Background: an optimization exercise with open tools, aiming at small area. Do not read the settings as production practice. The RTL was checked by simulation tests, not by an equivalence proof against the original design. Power figures rest on the tool's default switching activity, not on a simulated workload.

==> xenon <==
Design flappy_bird, start of the top module:
module flappy_bird
	(
		clk,
		resetn,
		key1,
		x,
		y,
		colour,
		plot,
		crash,
		HEX0,
		HEX1
	);
clock: 10.0 ns
lec_check: 0
abc_area: 1
cap_margin: 20
core_margin: 2
core_utilization: 40
cts_buf_list: sky130_fd_sc_hd__clkbuf_8
slew_margin: 20
standard.sh (not shown) runs the stock make flow with config.mk's settings and CLKGATE_MAP_FILE= SYNTH_SCRIPT=/design/flow/synth_recipe.tcl, a recipe that flattens the netlist after the stock synthesis.
==> flow/flow/run.sh <==
#!/bin/bash
# Layout flow: the standard synthesis, then the combinational logic
# between the registers is re-mapped by ABC for area (registers, their
# names and cell types are kept), then the standard layout from the
# re-mapped netlist. Each tool's output goes to a log file in this folder.
set -euo pipefail
R=orfs/results/${FLOW_PLATFORM}/flappy_bird/base
bash standard.sh synth > synth.log 2>&1
cp $R/1_2_yosys.v $R/1_2_yosys.std.v
LIB=$(ls ${FLOW_HOME}/platforms/${FLOW_PLATFORM}/lib/sky130_fd_sc_hd__tt_025C_1v80.lib)
YOSYS=$(command -v yosys || echo ${FLOW_HOME}/../tools/install/yosys/bin/yosys)
IN=$R/1_2_yosys.std.v OUT=$R/1_2_yosys.remap.v LIB=$LIB ABCSCRIPT=flow/abc.script \
  $YOSYS -c flow/remap.tcl > remap.log 2>&1
cp $R/1_2_yosys.remap.v $R/1_2_yosys.v
bash standard.sh "BUFFER_PORTS_ARGS=-buffer_cell sky130_fd_sc_hd__buf_1" "CTS_ARGS=-sink_clustering_enable -repair_clock_nets -buf_list sky130_fd_sc_hd__clkbuf_8 -dont_use_dummy_load" finish > layout.log 2>&1
==> flow/flow/abc.script <==
strash
&get -n
&deepsyn -T 20
&put
dch
amap
strash
&get -n
&deepsyn -T 20
&put
dch
amap
topo
Other scripts of this flow, unchanged in this note and not shown: flow/flow/remap.tcl
==> zinc (differences from xenon) <==
--- a/flow/design.v
+++ b/flow/design.v
@@ -19,22 +19,22 @@
 	output	[2:0]	colour;
 	output			plot;
 	output			crash;
 	output	[6:0]	HEX0;
 	output	[6:0]	HEX1;
-	localparam	S_KEEP        = 4'b0000,
-				S_CLEAN_LOAD  = 4'b0010,
-				S_FF_LOAD     = 4'b0001,
-				S_PRINT_LOAD  = 4'b0011,
-				S_CLEAR_LOAD  = 4'b0100,
-				S_MOVE        = 4'b0101,
-				S_START_WAIT  = 4'b0110,
-				S_CRASH_CHECK = 4'b0111,
-				S_CLEAR       = 4'b1000,
-				S_FF          = 4'b1001,
-				S_CLEAN       = 4'b1010,
-				S_PRINT       = 4'b1011;
+	localparam	S_KEEP        = 4'd0,
+				S_CLEAN_LOAD  = 4'd1,
+				S_PRINT_LOAD  = 4'd2,
+				S_FF_LOAD     = 4'd3,
+				S_CRASH_CHECK = 4'd4,
+				S_MOVE        = 4'd5,
+				S_START_WAIT  = 4'd6,
+				S_CLEAR_LOAD  = 4'd7,
+				S_CLEAR       = 4'd8,
+				S_FF          = 4'd9,
+				S_CLEAN       = 4'd10,
+				S_PRINT       = 4'd11;
 	reg [3:0] st;
 	reg [12:0] fc;
 	reg jmp;
 	reg crash_r;
 	reg [7:0] score;
@@ -50,18 +50,17 @@
 	reg [6:0] yd;
 	reg ha, hb, sc;
 	wire clean_load = (st == S_CLEAN_LOAD);
 	wire print_load = (st == S_PRINT_LOAD);
 	wire ff_load    = (st == S_FF_LOAD);
-	wire load       = ~st[3] & ~st[2] & (st[1] | st[0]);
+	wire load       = clean_load | print_load | ff_load;
 	wire old_cur    = print_load | ff_load;
 	wire drawing    = st[3] & (st[1] | st[0]);
 	wire clearing   = (st == S_CLEAR);
 	wire p          = st[0];
 	wire fm         = (fc == 13'd0);
 	assign plot = st[3];
-	wire [6:0] cy = st[0] ? yc[6:0] : yo;
 	assign crash = crash_r;
 	wire [1:0] k = ph[2:1];
 	wire is_p0   = (ph == 3'd0);
 	wire is_bird = (ph == 3'd1);
 	wire is_pipe = (k != 2'd0) & ~ph[0];
@@ -72,19 +71,19 @@
 			2'd1: xk = x1;
 			2'd2: xk = x2;
 			default: xk = x3;
 		endcase
 	wire coin_k = (xk >= 8'd82);
-	wire [1:0] m = k + (is_bird | is_coin | (is_pipe & ~up & ~coin_k));
+	wire [1:0] m = k + (is_coin | (is_pipe & ~up & ~coin_k));
 	reg [6:0] ym;
 	always @(*)
 		case (m)
-			2'd0: ym = cy;
-			2'd1: ym = y1;
 			2'd2: ym = y2;
-			default: ym = y3;
+			2'd3: ym = y3;
+			default: ym = y1;
 		endcase
+	wire [6:0] ybird = p ? yc[6:0] : yo;
 	wire [2:0] xoff = (cw[2] & cw[1]) ? 3'd0 : cw;
 	wire [7:0] xbase = is_p0 ? 8'd0 : is_bird ? 8'd78 : xk;
 	assign x = xbase + xoff;
 	assign y = yd + j;
 	assign colour[0] = 1'b0;
@@ -92,78 +91,56 @@
 	assign colour[2] = is_p0 ? ~p & coin_k : p & ph[0];
 	wire row_end   = (cw == 3'd5) & (up ? (yd == 7'd0) : (yd == 7'd119));
 	wire blk_end   = (cw[1:0] == 2'd3) & (j == 2'd3);
 	wire print_end = ((ph == 3'd6) & ~up & row_end & ~coin_k) | ((ph == 3'd7) & blk_end);
 	wire clear_end = (yd == 7'd120);
-	reg ya, yen;
-	reg [6:0] yb;
-	always @(*) begin
-		ya = 1'b0;
-		yen = 1'b0;
-		yb = 7'd0;
-		if (clearing) begin
-			yen = (cw == 3'd0) && (x1 == 8'd160);
-			yb = 7'd1;
-		end else if (is_p0) begin
-			yen = 1'b1;
-			ya = 1'b1;
-		end else if (~is_pipe) begin
-			yen = blk_end;
-			ya = 1'b1;
-		end else if (row_end) begin
-			yen = 1'b1;
-			ya = 1'b1;
-			if (up)
-				yb = 7'd40;
-			else if (coin_k)
-				yb = 7'd19;
-		end else if (cw == 3'd6) begin
-			yen = 1'b1;
-			yb = up ? 7'h7f : 7'd1;
-		end
-	end
-	wire [6:0] ynext = (ya ? ym : yd) + yb;
-	always @(posedge clk) begin
-		if (load | (st == S_CLEAR_LOAD))
-			yd <= 7'd0;
-		else if (yen)
-			yd <= ynext;
+	always @(posedge clk) begin
 		if (load) begin
 			ph <= 3'd0;
 			cw <= 3'd0;
 			j <= 2'd0;
+			yd <= 7'd0;
 		end else if (st == S_CLEAR_LOAD) begin
 			ph <= 3'd2;
 			cw <= 3'd6;
 			j <= 2'd0;
+			yd <= 7'd0;
 		end else if (clearing) begin
 			cw <= 3'd0;
+			if (cw == 3'd0 && x1 == 8'd160)
+				yd <= yd + 7'd1;
 		end else if (is_p0) begin
 			ph <= 3'd1;
+			yd <= ybird;
 		end else if (~is_pipe) begin
 			j <= j + 2'd1;
 			if (j == 2'd3)
 				cw <= cw + 3'd1;
 			if (blk_end) begin
 				ph <= ph + 3'd1;
 				up <= 1'b1;
 				cw <= 3'd0;
+				yd <= ym;
 			end
 		end else begin
 			if (row_end) begin
 				cw <= 3'd0;
-				if (up)
+				if (up) begin
 					up <= 1'b0;
-				else if (coin_k)
+					yd <= ym + 7'd40;
+				end else if (coin_k) begin
 					ph <= ph + 3'd1;
-				else begin
+					yd <= ym + 7'd19;
+				end else begin
 					ph <= ph + 3'd2;
 					up <= 1'b1;
+					yd <= ym;
 				end
-			end else if (cw == 3'd6)
+			end else if (cw == 3'd6) begin
 				cw <= 3'd0;
-			else
+				yd <= up ? yd - 7'd1 : yd + 7'd1;
+			end else
 				cw <= cw + 3'd1;
 		end
 	end
 	always @(posedge clk) begin
 		if (!resetn)
@@ -216,10 +193,11 @@
 					yc <= dy[8] ? 8'sd0 : dy[7:0];
 				end
 			end
 		end
 	end
+	wire [6:0] cy = old_cur ? yc[6:0] : yo;
 	wire sel_b = cw[0];
 	wire [6:0] cyc = sel_b ? yo : yc[6:0];
 	wire xoffc = sel_b & ~crash_r;
 	wire in_x = xoffc ? (xk >= 8'd73 && xk <= 8'd83) : (xk >= 8'd72 && xk <= 8'd82);
 	wire in_y = ({1'b0, cyc} <= {1'b0, ym} + 8'd1) || ({1'b0, cyc} >= {1'b0, ym} + 8'd36);
--- a/flow/flow/run.sh
+++ b/flow/flow/run.sh
@@ -10,6 +10,6 @@
 LIB=$(ls ${FLOW_HOME}/platforms/${FLOW_PLATFORM}/lib/sky130_fd_sc_hd__tt_025C_1v80.lib)
 YOSYS=$(command -v yosys || echo ${FLOW_HOME}/../tools/install/yosys/bin/yosys)
 IN=$R/1_2_yosys.std.v OUT=$R/1_2_yosys.remap.v LIB=$LIB ABCSCRIPT=flow/abc.script \
   $YOSYS -c flow/remap.tcl > remap.log 2>&1
 cp $R/1_2_yosys.remap.v $R/1_2_yosys.v
-bash standard.sh "BUFFER_PORTS_ARGS=-buffer_cell sky130_fd_sc_hd__buf_1" "CTS_ARGS=-sink_clustering_enable -repair_clock_nets -buf_list sky130_fd_sc_hd__clkbuf_8 -dont_use_dummy_load" finish > layout.log 2>&1
+bash standard.sh finish > layout.log 2>&1
==> flow/flow/abc.script (replaced) <==
strash
balance
rewrite
refactor
balance
rewrite
rewrite -z
balance
refactor -z
rewrite -z
balance
dch
amap
strash
dch
amap
topo
--- a/flow/config.mk
+++ b/flow/config.mk
@@ -7,7 +7,6 @@
 export LEC_CHECK = 0
 export ABC_AREA = 1
 export CAP_MARGIN = 20
 export CORE_MARGIN = 2
 export CORE_UTILIZATION = 40
-export CTS_BUF_LIST = sky130_fd_sc_hd__clkbuf_8
 export SLEW_MARGIN = 20
==> indigo (differences from xenon) <==
--- a/flow/design.v
+++ b/flow/design.v
@@ -36,14 +36,18 @@
 	reg [3:0] st;
 	reg [12:0] fc;
 	reg jmp;
 	reg crash_r;
 	reg [7:0] score;
-	reg signed [7:0] yc;
+	reg [6:0] yc7;
+	wire signed [7:0] yc = {&yc7[6:1], yc7};
 	reg [6:0] yo;
 	reg signed [4:0] vel;
-	reg [7:0] x1, x2, x3;
+	reg [7:0] x1, x2;
+	reg g;
+	wire [7:0] x3 = g ? ((x2 == 8'd160) ? 8'd40 : 8'd160) :
+		(x2 >= 8'd121) ? x2 - 8'd121 : x2 + 8'd40;
 	reg [6:0] y1, y2, y3;
 	reg [2:0] ph;
 	reg up;
 	reg [2:0] cw;
 	reg [1:0] j;
@@ -197,34 +201,35 @@
 			jmp <= ~jmp & ~key1;
 	wire jump_en = jmp & ~crash_r;
 	wire signed [8:0] dy = yc - (jump_en ? 5'sd2 : vel);
 	always @(posedge clk) begin
 		if (!resetn) begin
-			yc <= 8'sd58;
+			yc7 <= 7'd58;
 			yo <= 7'd58;
 			vel <= 5'sd2;
 		end else begin
 			if (jump_en)
 				vel <= 5'sd2;
 			if (st == S_MOVE) begin
 				yo <= yc[6:0];
 				if (jump_en)
-					yc <= dy[7:0];
+					yc7 <= dy[6:0];
 				else if (dy > 9'sd116)
-					yc <= 8'sd116;
+					yc7 <= 7'd116;
 				else begin
 					vel <= vel - 5'sd1;
-					yc <= dy[8] ? 8'sd0 : dy[7:0];
+					yc7 <= dy[8] ? 7'd0 : dy[6:0];
 				end
 			end
 		end
 	end
 	wire sel_b = cw[0];
 	wire [6:0] cyc = sel_b ? yo : yc[6:0];
 	wire xoffc = sel_b & ~crash_r;
 	wire in_x = xoffc ? (xk >= 8'd73 && xk <= 8'd83) : (xk >= 8'd72 && xk <= 8'd82);
-	wire in_y = ({1'b0, cyc} <= {1'b0, ym} + 8'd1) || ({1'b0, cyc} >= {1'b0, ym} + 8'd36);
+	wire signed [7:0] dyk = {1'b0, cyc} - {1'b0, ym};
+	wire in_y = (dyk <= 8'sd1) || (dyk >= 8'sd36);
 	wire hit = in_x & in_y;
 	wire acc = drawing & is_pipe & up;
 	always @(posedge clk) begin
 		if (load)
 			ha <= 1'b0;
@@ -258,24 +263,25 @@
 			if (cw == 3'd0)
 				x1 <= (x1 == 8'd160) ? 8'd0 : x1 + 8'd1;
 		end else if (ff_load) begin
 			x1 <= 8'd134; y1 <= 7'd40;
 			x2 <= 8'd19;  y2 <= 7'd60;
-			x3 <= 8'd59;  y3 <= 7'd30;
+			y3 <= 7'd30;
+			g <= 1'b0;
 		end else if (print_load) begin
 			if (x1 == 8'd0) begin
 				x1 <= 8'd154; y1 <= 7'd30 + npy;
 			end else if (!crash_r)
 				x1 <= x1 - 8'd1;
 			if (x2 == 8'd0) begin
 				x2 <= 8'd160; y2 <= 7'd20 + npy;
 			end else if (!crash_r)
 				x2 <= x2 - 8'd1;
-			if (x3 == 8'd0) begin
-				x3 <= 8'd160; y3 <= 7'd40 + npy;
-			end else if (!crash_r)
-				x3 <= x3 - 8'd1;
+			if (x3 == 8'd0)
+				y3 <= 7'd40 + npy;
+			if (crash_r && (x2 == 8'd0 || x3 == 8'd0))
+				g <= 1'b1;
 		end
 	end
 	decoder dec0(.in(score[3:0]), .hex(HEX0));
 	decoder dec1(.in(score[7:4]), .hex(HEX1));
 endmodule
--- a/flow/flow/run.sh
+++ b/flow/flow/run.sh
@@ -10,6 +10,6 @@
 LIB=$(ls ${FLOW_HOME}/platforms/${FLOW_PLATFORM}/lib/sky130_fd_sc_hd__tt_025C_1v80.lib)
 YOSYS=$(command -v yosys || echo ${FLOW_HOME}/../tools/install/yosys/bin/yosys)
 IN=$R/1_2_yosys.std.v OUT=$R/1_2_yosys.remap.v LIB=$LIB ABCSCRIPT=flow/abc.script \
   $YOSYS -c flow/remap.tcl > remap.log 2>&1
 cp $R/1_2_yosys.remap.v $R/1_2_yosys.v
-bash standard.sh "BUFFER_PORTS_ARGS=-buffer_cell sky130_fd_sc_hd__buf_1" "CTS_ARGS=-sink_clustering_enable -repair_clock_nets -buf_list sky130_fd_sc_hd__clkbuf_8 -dont_use_dummy_load" finish > layout.log 2>&1
+bash standard.sh "BUFFER_PORTS_ARGS=-buffer_cell sky130_fd_sc_hd__buf_1" "CTS_ARGS=-sink_clustering_enable -repair_clock_nets -buf_list {sky130_fd_sc_hd__clkbuf_4 sky130_fd_sc_hd__clkbuf_8} -dont_use_dummy_load" finish > layout.log 2>&1
==> flow/flow/abc.script (replaced) <==
strash
&get -n
&deepsyn -T 20
&put
dch
amap
strash
&get -n
&deepsyn -T 20
&put
dch
amap
strash
&get -n
&deepsyn -T 20
&put
dch
amap
topo
==> flow/config.mk (replaced) <==
export PLATFORM = sky130hd
export DESIGN_NAME = flappy_bird
export DESIGN_NICKNAME = flappy_bird
export VERILOG_FILES = /design/flow/design.v
export SDC_FILE = /design/flow/constraint.sdc
export NUM_CORES = 4
export LEC_CHECK = 0
export ABC_AREA = 1
export CAP_MARGIN = 0
export CORE_MARGIN = 2
export CORE_UTILIZATION = 40
export CTS_BUF_LIST = sky130_fd_sc_hd__clkbuf_8
export GPL_TIMING_DRIVEN = 0
export SLEW_MARGIN = 0
==> qor summary <==
| metric | xenon | zinc | indigo |
|---|---|---|---|
| Most frequent CP cell | nor2_1 | nor2_1 | clkinv_1 |
| Switching Share | 45.05% | 43.48% | 47.90% |
| Final standard cell utilization of the core | 44.38% | 46.25% | 44.49% |
| Post-DP HPWL | 13.55 mm | 13.93 mm | 12.09 mm |
| Area growth from synthesis to layout | 8.416% | 14.06% | 8.141% |
| Fillcell total | 1562 | 1659 | 1498 |
| Outcome | complete, no violations | complete, no violations | complete, no violations |
| Area used by multi-input combinational logic | 3189 µm² | 3672 µm² | 3278 µm² |
| Critical Path Start | ph[2] | ph[1] | ph[2] |
| Met3 track utilization from global routing | 4.823% | 2.245% | 3.796% |
| Flop2flop setup slack | 3.43 ns | 3.85 ns | 2.76 ns |
| Final setup skew | 0.03128 ns | 0.01111 ns | 0.03466 ns |
| Root Driver | clkbuf_8 | clkbuf_16 | clkbuf_8 |
| Power in sequential cells | 540 µW | 617 µW | 539 µW |
| Total number of cells along the worst setup path | 24 | 16 | 28 |
| Instance area at placement | 6596 µm² | 7332 µm² | 6391 µm² |
| Fraction of standard cell area in multi-input logic | 47.45% | 48.23% | 50.32% |
| Final std cell area, no fill | 6721 µm² | 7615 µm² | 6515 µm² |
| Count of placed standard cells in the final layout, fillers left out | 1086 | 1222 | 1068 |
| Buffer share of cell area | 2.401% | 4.995% | 2.017% |
| Gate power share | 49.0% | 46.6% | 55.3% |
| Final Cycle Share | 65.69% | 63.78% | 72.42% |
| Power Internal | 821.7 µW | 1.025 mW | 872.8 µW |
| Power density over the cells | 222.5 nW/µm² | 238.3 nW/µm² | 257.2 nW/µm² |
| Critical Path End Type | flip-flop | output pin | flip-flop |
| Pre-CTS setup slack | 3.695 ns | 3.991 ns | 2.918 ns |

## static timing again, ports no longer ideal
No port has a modelled driver above. Below, the same layouts with a new extraction and two added sets of constraints.
Step 1 sets driving cells, clkbuf_16 on the clock port and buf_2 on the other inputs (assumed; they add their load-dependent delay and slew).
Step 2 times the ports against the registers' clock, not the clock port: input delays grow and output delays shrink by t, the midpoint of the rising clock arrivals with the driver on.
Three values: no drivers, after step 1, after step 2; two values: the first two.
run	t (ns)	setup WS [ns]	latest minus earliest clock arrival (ns)	worst data-port slew with drivers (ns)
xenon	0.417	3.431 / 3.431 / 3.431	0.033 / 0.033	0.04
zinc	0.400	3.622 / 3.579 / 3.851	0.011 / 0.011	0.03
indigo	0.406	2.758 / 2.758 / 2.758	0.035 / 0.034	0.03
After both steps every run listed still meets setup and hold.
